This is an optimization exercise on Yosys and OpenROAD, whose aim is low power, not a production implementation. RTL that was checked went through simulation tests only; none was proved equivalent to the original. The flow treats the clock pin as an ideal source. Dropping or thinning the clock tree relies on that and would not hold on a real chip. Power is estimated from default activity; no workload was simulated.

== main ==
==> flow/design.v <==
module spi_ram_controller #(parameter DATA_WIDTH_BYTES=4, parameter ADDR_BITS=16) (
    input clk,
    input rstn,
    input  spi_miso,
    output spi_select,
    output spi_mosi,
    input [ADDR_BITS-1:0]           addr_in,
    input [DATA_WIDTH_BYTES*8-1:0]  data_in,
    input                           start_read,
    input                           start_write,
    output [DATA_WIDTH_BYTES*8-1:0] data_out,
    output                          busy
);
    reg [5:0] cnt;
    reg writing, miso_buf;
    reg [15:0] addr;
    reg [31:0] data;
    wire busy_w = |cnt[5:3];
    wire go = !busy_w & (start_read | start_write);
    wire addr_ph = cnt[5:4] == 2'b01;
    wire data_ph = cnt[5];
    always @(posedge clk)
        if (!rstn) cnt <= 6'd0;
        else if (go) cnt <= 6'd8;
        else if (busy_w) cnt <= cnt + 6'd1;
        else cnt <= 6'd0;
    wire a_ld = rstn & go;
    wire a_sh = rstn & addr_ph;
    wire a_hd = rstn & (cnt[5:3] == 3'b001);
    always @(posedge clk) begin
        if (!rstn) writing <= 0;
        else if (!busy_w) writing <= start_write;
        addr <= ({16{a_ld}} & addr_in) | ({16{a_sh}} & {addr[14:0], 1'b0}) | ({16{a_hd}} & addr);
    end
    always @(negedge clk) miso_buf <= spi_miso;
    wire d_ld = rstn & !busy_w & start_write;
    wire d_sh = rstn & data_ph;
    wire d_hd = rstn & !(!busy_w & start_write) & !data_ph;
    always @(posedge clk)
        data <= ({32{d_ld}} & data_in) | ({32{d_sh}} & {data[30:0], miso_buf}) | ({32{d_hd}} & data);
    assign busy = busy_w;
    assign spi_select = !busy_w;
    assign data_out = data;
    assign spi_mosi = cnt == 6'd14 || (cnt == 6'd15 && !writing) || (addr_ph & addr[15]) || (data_ph & data[31]);
endmodule
export LEC_CHECK = 0
export ABC_AREA = 1
export CAP_MARGIN = 20
export CORE_MARGIN = 2
export CORE_UTILIZATION = 40
export SLEW_MARGIN = 20
create_clock -name core_clock -period 5.0 [get_ports {clk}]
standard.sh (not shown) runs the stock make flow with config.mk's settings and CLKGATE_MAP_FILE= SYNTH_SCRIPT=/design/flow/synth_recipe.tcl, a recipe that flattens the netlist after the stock synthesis.
==> flow/flow/run.sh <==
#!/bin/bash
# Standard ORFS layout with power-oriented options:
#  - own clock tree: the clock port drives a few buffers, one per cluster of clock sinks
#  - port buffers of the smallest buffer cell
set -euo pipefail
HERE=$(cd "$(dirname "$0")" && pwd)
export PRE_CTS_TCL=$HERE/pre_cts.tcl
export MY_CLK_CLUSTERS=4
export MY_CLK_SLEW_NS=0.115
export BUFFER_PORTS_ARGS="-buffer_cell sky130_fd_sc_hd__buf_1"
bash standard.sh > standard.log 2>&1
Other scripts of this flow, unchanged in this note and not shown: flow/flow/clock_tree.tcl, flow/flow/pre_cts.tcl
Changes in the feature branch relative to main:
==> flow/design.v <==
module spi_ram_controller #(parameter DATA_WIDTH_BYTES=4, parameter ADDR_BITS=16) (
    input clk,
    input rstn,
    input  spi_miso,
    output spi_select,
    output spi_mosi,
    input [ADDR_BITS-1:0]           addr_in,
    input [DATA_WIDTH_BYTES*8-1:0]  data_in,
    input                           start_read,
    input                           start_write,
    output [DATA_WIDTH_BYTES*8-1:0] data_out,
    output                          busy
);
    reg [5:0] cnt;
    reg busy_r;
    reg writing, miso_buf;
    reg [15:0] addr;
    reg [31:0] data;
    wire go = !busy_r & (start_read | start_write);
    always @(posedge clk)
        if (!rstn) begin cnt <= 0; busy_r <= 0; end
        else begin
            if (go) begin cnt <= 0; busy_r <= 1; end
            else if (busy_r) begin
                cnt <= cnt + 1;
                if (cnt == 6'd55) busy_r <= 0;
            end
        end
    wire addr_ph = busy_r & (cnt[5:4] == 2'b01 || cnt[5:3] == 3'b001);
    wire data_ph = busy_r & (cnt[5] | (cnt[4] & cnt[3]));
    wire d_ld = rstn & !busy_r & start_write;
    wire d_sh = rstn & data_ph;
    wire d_hd = rstn & !(!busy_r & start_write) & !data_ph;
    always @(posedge clk) begin
        if (!rstn) begin addr <= 0; writing <= 0; end
        else if (go) begin addr <= addr_in; writing <= start_write; end
        else if (addr_ph) addr <= {addr[14:0], 1'b0};
        data <= ({32{d_ld}} & data_in) | ({32{d_sh}} & {data[30:0], miso_buf}) | ({32{d_hd}} & data);
    end
    always @(negedge clk) miso_buf <= spi_miso;
    assign busy = busy_r;
    assign spi_select = !busy_r;
    assign data_out = data;
    assign spi_mosi = (busy_r && (cnt == 6'd6 || (cnt == 6'd7 && !writing))) || (addr_ph & addr[15]) || (data_ph & data[31]);
endmodule
Between main and the feature branch, the flow reports die extent in y increasing by a few percent.
Delta (the feature branch minus main): number of rows created at floorplan moved up, share of cells above drive strength 1 moved up, final worst-path setup slack moved down, number of setup buffers added after CTS level, final instance count without filler cells moved up.
On wire length of the first global-routing pass: between main and the feature branch, it ends up lower for main.
The largest clock skew in the final design of the feature branch falls short of that of main by 10 ps.
Row area enclosed by the die boundary: the feature branch higher / main lower
No run of this note takes its clock network from TritonCTS; it comes from the design's own scripts or RTL.

* * *

## oak
Another version of the RTL of spi_ram_controller (not shown whole).
Size in the first run: roughly 2800 µm² of cells after synthesis.
==> module spi_ram_controller, before the edit <==
module spi_ram_controller #(parameter DATA_WIDTH_BYTES=4, parameter ADDR_BITS=16) (
    input clk,
    input rstn,
    input  spi_miso,
    output spi_select,
    output spi_mosi,
    input [ADDR_BITS-1:0]           addr_in,
    input [DATA_WIDTH_BYTES*8-1:0]  data_in,
    input                           start_read,
    input                           start_write,
    output [DATA_WIDTH_BYTES*8-1:0] data_out,
    output                          busy
);
    reg [5:0] cnt;
    reg busy_r;
    reg writing, miso_buf;
    reg [15:0] addr;
    reg [31:0] data;
    wire go = !busy_r & (start_read | start_write);
    always @(posedge clk)
        if (!rstn) begin cnt <= 0; busy_r <= 0; end
        else begin
            if (go) begin cnt <= 0; busy_r <= 1; end
            else if (busy_r) begin
                cnt <= cnt + 1;
                if (cnt == 6'd55) busy_r <= 0;
            end
        end
    wire addr_ph = busy_r & (cnt[5:4] == 2'b01 || cnt[5:3] == 3'b001);
    wire data_ph = busy_r & (cnt[5] | (cnt[4] & cnt[3]));
    always @(posedge clk) begin
        if (!rstn) begin addr <= 0; writing <= 0; end
        else if (go) begin addr <= addr_in; writing <= start_write; end
        else if (addr_ph) addr <= {addr[14:0], 1'b0};
    end
    always @(negedge clk) miso_buf <= spi_miso;
    always @(posedge clk)
        if (!rstn) data <= 0; 
        else if (!busy_r & start_write) data <= data_in;
        else if (data_ph) data <= {data[30:0], miso_buf};
    assign busy = busy_r;
    assign spi_select = !busy_r;
    assign data_out = data;
    assign spi_mosi = (busy_r && (cnt == 6'd6 || (cnt == 6'd7 && !writing))) || (addr_ph & addr[15]) || (data_ph & data[31]);
endmodule
export LEC_CHECK = 0
export ABC_AREA = 1
export CAP_MARGIN = 20
export CORE_MARGIN = 2
export CORE_UTILIZATION = 40
export SLEW_MARGIN = 20
create_clock -name core_clock -period 5.0 [get_ports {clk}]
Scripts as last shown in full above: flow/flow/run.sh
Other scripts of this flow, unchanged in this note and not shown: flow/flow/clock_tree.tcl, flow/flow/pre_cts.tcl
oak | stages: all done | timing, DRC, antenna: all pass
diff inputs: oak => birch
==> flow/design.v <==
module spi_ram_controller #(parameter DATA_WIDTH_BYTES=4, parameter ADDR_BITS=16) (
    input clk,
    input rstn,
    input  spi_miso,
    output spi_select,
    output spi_mosi,
    input [ADDR_BITS-1:0]           addr_in,
    input [DATA_WIDTH_BYTES*8-1:0]  data_in,
    input                           start_read,
    input                           start_write,
    output [DATA_WIDTH_BYTES*8-1:0] data_out,
    output                          busy
);
    reg [5:0] cnt;
    reg writing, miso_buf;
    reg [15:0] addr;
    reg [31:0] data;
    wire busy_w = |cnt[5:3];
    wire go = !busy_w & (start_read | start_write);
    wire addr_ph = cnt[5:4] == 2'b01;
    wire data_ph = cnt[5];
    always @(posedge clk)
        if (!rstn) cnt <= 6'd0;
        else if (go) cnt <= 6'd8;
        else if (busy_w) cnt <= cnt + 6'd1;
    always @(posedge clk) begin
        if (!rstn) begin addr <= 0; writing <= 0; end
        else if (go) begin addr <= addr_in; writing <= start_write; end
        else if (addr_ph) addr <= {addr[14:0], 1'b0};
    end
    always @(negedge clk) miso_buf <= spi_miso;
    wire d_ld = rstn & !busy_w & start_write;
    wire d_sh = rstn & data_ph;
    wire d_hd = rstn & !(!busy_w & start_write) & !data_ph;
    always @(posedge clk)
        data <= ({32{d_ld}} & data_in) | ({32{d_sh}} & {data[30:0], miso_buf}) | ({32{d_hd}} & data);
    assign busy = busy_w;
    assign spi_select = !busy_w;
    assign data_out = data;
    assign spi_mosi = cnt == 6'd14 || (cnt == 6'd15 && !writing) || (addr_ph & addr[15]) || (data_ph & data[31]);
endmodule
birch against oak: count of inverters other than clock inverters in the layout picked up an extra about 17%, via count lost about 14%. Re share of cells above drive strength 1: birch is 0.32 points up on oak. Comparing final design area excluding fillers for oak and birch, the smaller number came from birch. Cmp birch vs oak: power density relative to cell area higher in birch. Total power draw delta (birch − oak): favourable. Cmp birch vs oak: global-route track usage on met2 lower in birch. Delta(worst hold-check slack, birch - oak) > 0. birch against oak; number of global-route vias before repair is down by more than 10%. On clock network power share, oak and birch are basically level. Going from oak to birch, the area after synthesis was found to have gone down by 9.2%.
No run of this note takes its clock network from TritonCTS; it comes from the design's own scripts or RTL.

* * *

== amber ==
Another version of the RTL of spi_ram_controller (not shown whole).
Size: about 330 cells after synthesis, roughly 56 flip-flops, ~88 I/O pins.
==> module spi_ram_controller, before the edit <==
module spi_ram_controller #(parameter DATA_WIDTH_BYTES=4, parameter ADDR_BITS=16) (
    input clk,
    input rstn,
    input  spi_miso,
    output spi_select,
    output spi_mosi,
    input [ADDR_BITS-1:0]           addr_in,
    input [DATA_WIDTH_BYTES*8-1:0]  data_in,
    input                           start_read,
    input                           start_write,
    output [DATA_WIDTH_BYTES*8-1:0] data_out,
    output                          busy
);
    reg [5:0] cnt;
    reg writing, miso_buf;
    reg [15:0] addr;
    reg [31:0] data;
    wire busy_w = |cnt[5:3];
    wire go = !busy_w & (start_read | start_write);
    wire addr_ph = cnt[5:4] == 2'b01;
    wire data_ph = cnt[5];
    always @(posedge clk)
        if (!rstn) cnt <= 6'd0;
        else if (go) cnt <= 6'd8;
        else if (busy_w) cnt <= cnt + 6'd1;
    wire a_ld = rstn & go;
    wire a_sh = rstn & addr_ph;
    wire a_hd = rstn & !go & !addr_ph;
    always @(posedge clk) begin
        if (!rstn) writing <= 0;
        else if (go) writing <= start_write;
        addr <= ({16{a_ld}} & addr_in) | ({16{a_sh}} & {addr[14:0], 1'b0}) | ({16{a_hd}} & addr);
    end
    always @(negedge clk) miso_buf <= spi_miso;
    wire d_ld = rstn & !busy_w & start_write;
    wire d_sh = rstn & data_ph;
    wire d_hd = rstn & !(!busy_w & start_write) & !data_ph;
    always @(posedge clk)
        data <= ({32{d_ld}} & data_in) | ({32{d_sh}} & {data[30:0], miso_buf}) | ({32{d_hd}} & data);
    assign busy = busy_w;
    assign spi_select = !busy_w;
    assign data_out = data;
    assign spi_mosi = cnt == 6'd14 || (cnt == 6'd15 && !writing) || (addr_ph & addr[15]) || (data_ph & data[31]);
endmodule
==> flow/config.mk <==
export PLATFORM = sky130hd
export DESIGN_NAME = spi_ram_controller
export DESIGN_NICKNAME = spi_ram_controller
export VERILOG_FILES = /design/flow/design.v
export SDC_FILE = /design/flow/constraint.sdc
export NUM_CORES = 4
export LEC_CHECK = 0
export ABC_AREA = 1
export CAP_MARGIN = 20
export CORE_MARGIN = 2
export CORE_UTILIZATION = 40
export SLEW_MARGIN = 20
==> flow/constraint.sdc <==
create_clock -name core_clock -period 5.0 [get_ports {clk}]
set_input_delay 1.0000 -clock core_clock [delete_from_list [all_inputs] [get_ports {clk}]]
set_output_delay 1.0000 -clock core_clock [all_outputs]
set_load 0.01 [all_outputs]
Scripts as last shown in full above: flow/flow/run.sh
Other scripts of this flow, unchanged in this note and not shown: flow/flow/clock_tree.tcl, flow/flow/pre_cts.tcl
The inputs of quartz differ from those of amber as listed below.
==> flow/design.v <==
module spi_ram_controller #(parameter DATA_WIDTH_BYTES=4, parameter ADDR_BITS=16) (
    input clk,
    input rstn,
    input  spi_miso,
    output spi_select,
    output spi_mosi,
    input [ADDR_BITS-1:0]           addr_in,
    input [DATA_WIDTH_BYTES*8-1:0]  data_in,
    input                           start_read,
    input                           start_write,
    output [DATA_WIDTH_BYTES*8-1:0] data_out,
    output                          busy
);
    reg [5:0] cnt;
    reg writing, miso_buf;
    reg [15:0] addr;
    reg [31:0] data;
    wire busy_w = |cnt[5:3];
    wire go = !busy_w & (start_read | start_write);
    wire addr_ph = cnt[5:4] == 2'b01;
    wire data_ph = cnt[5];
    always @(posedge clk)
        if (!rstn) cnt <= 6'd0;
        else if (go) cnt <= 6'd8;
        else if (busy_w) cnt <= cnt + 6'd1;
        else cnt <= 6'd0;
    wire a_ld = rstn & go;
    wire a_sh = rstn & addr_ph;
    wire a_hd = rstn & !go & !addr_ph;
    always @(posedge clk) begin
        if (!rstn) writing <= 0;
        else if (!busy_w) writing <= start_write;
        addr <= ({16{a_ld}} & addr_in) | ({16{a_sh}} & {addr[14:0], 1'b0}) | ({16{a_hd}} & addr);
    end
    always @(negedge clk) miso_buf <= spi_miso;
    wire d_ld = rstn & !busy_w & start_write;
    wire d_sh = rstn & data_ph;
    wire d_hd = rstn & !(!busy_w & start_write) & !data_ph;
    always @(posedge clk)
        data <= ({32{d_ld}} & data_in) | ({32{d_sh}} & {data[30:0], miso_buf}) | ({32{d_hd}} & data);
    assign busy = busy_w;
    assign spi_select = !busy_w;
    assign data_out = data;
    assign spi_mosi = cnt == 6'd14 || (cnt == 6'd15 && !writing) || (addr_ph & addr[15]) || (data_ph & data[31]);
endmodule
Notes after the runs:
- The run showing the smaller die area is quartz.
- Part of the total power dissipated in the clock network: amber vs quartz — no meaningful difference
- Compared with amber, quartz improves wire length.
- Summary — design area, quartz relative to amber: lower, by 1.3%.
- [compare] base=amber new=quartz: combinational group share of total power decreased 0.6 points, clock insertion delay at the later pin of the skew report did not really move.
- Sequential share of layout area (higher): quartz
No functional check of the RTL was part of any run of this note. In every run of this note, the design's own scripts or RTL, not TritonCTS, make the clock network.
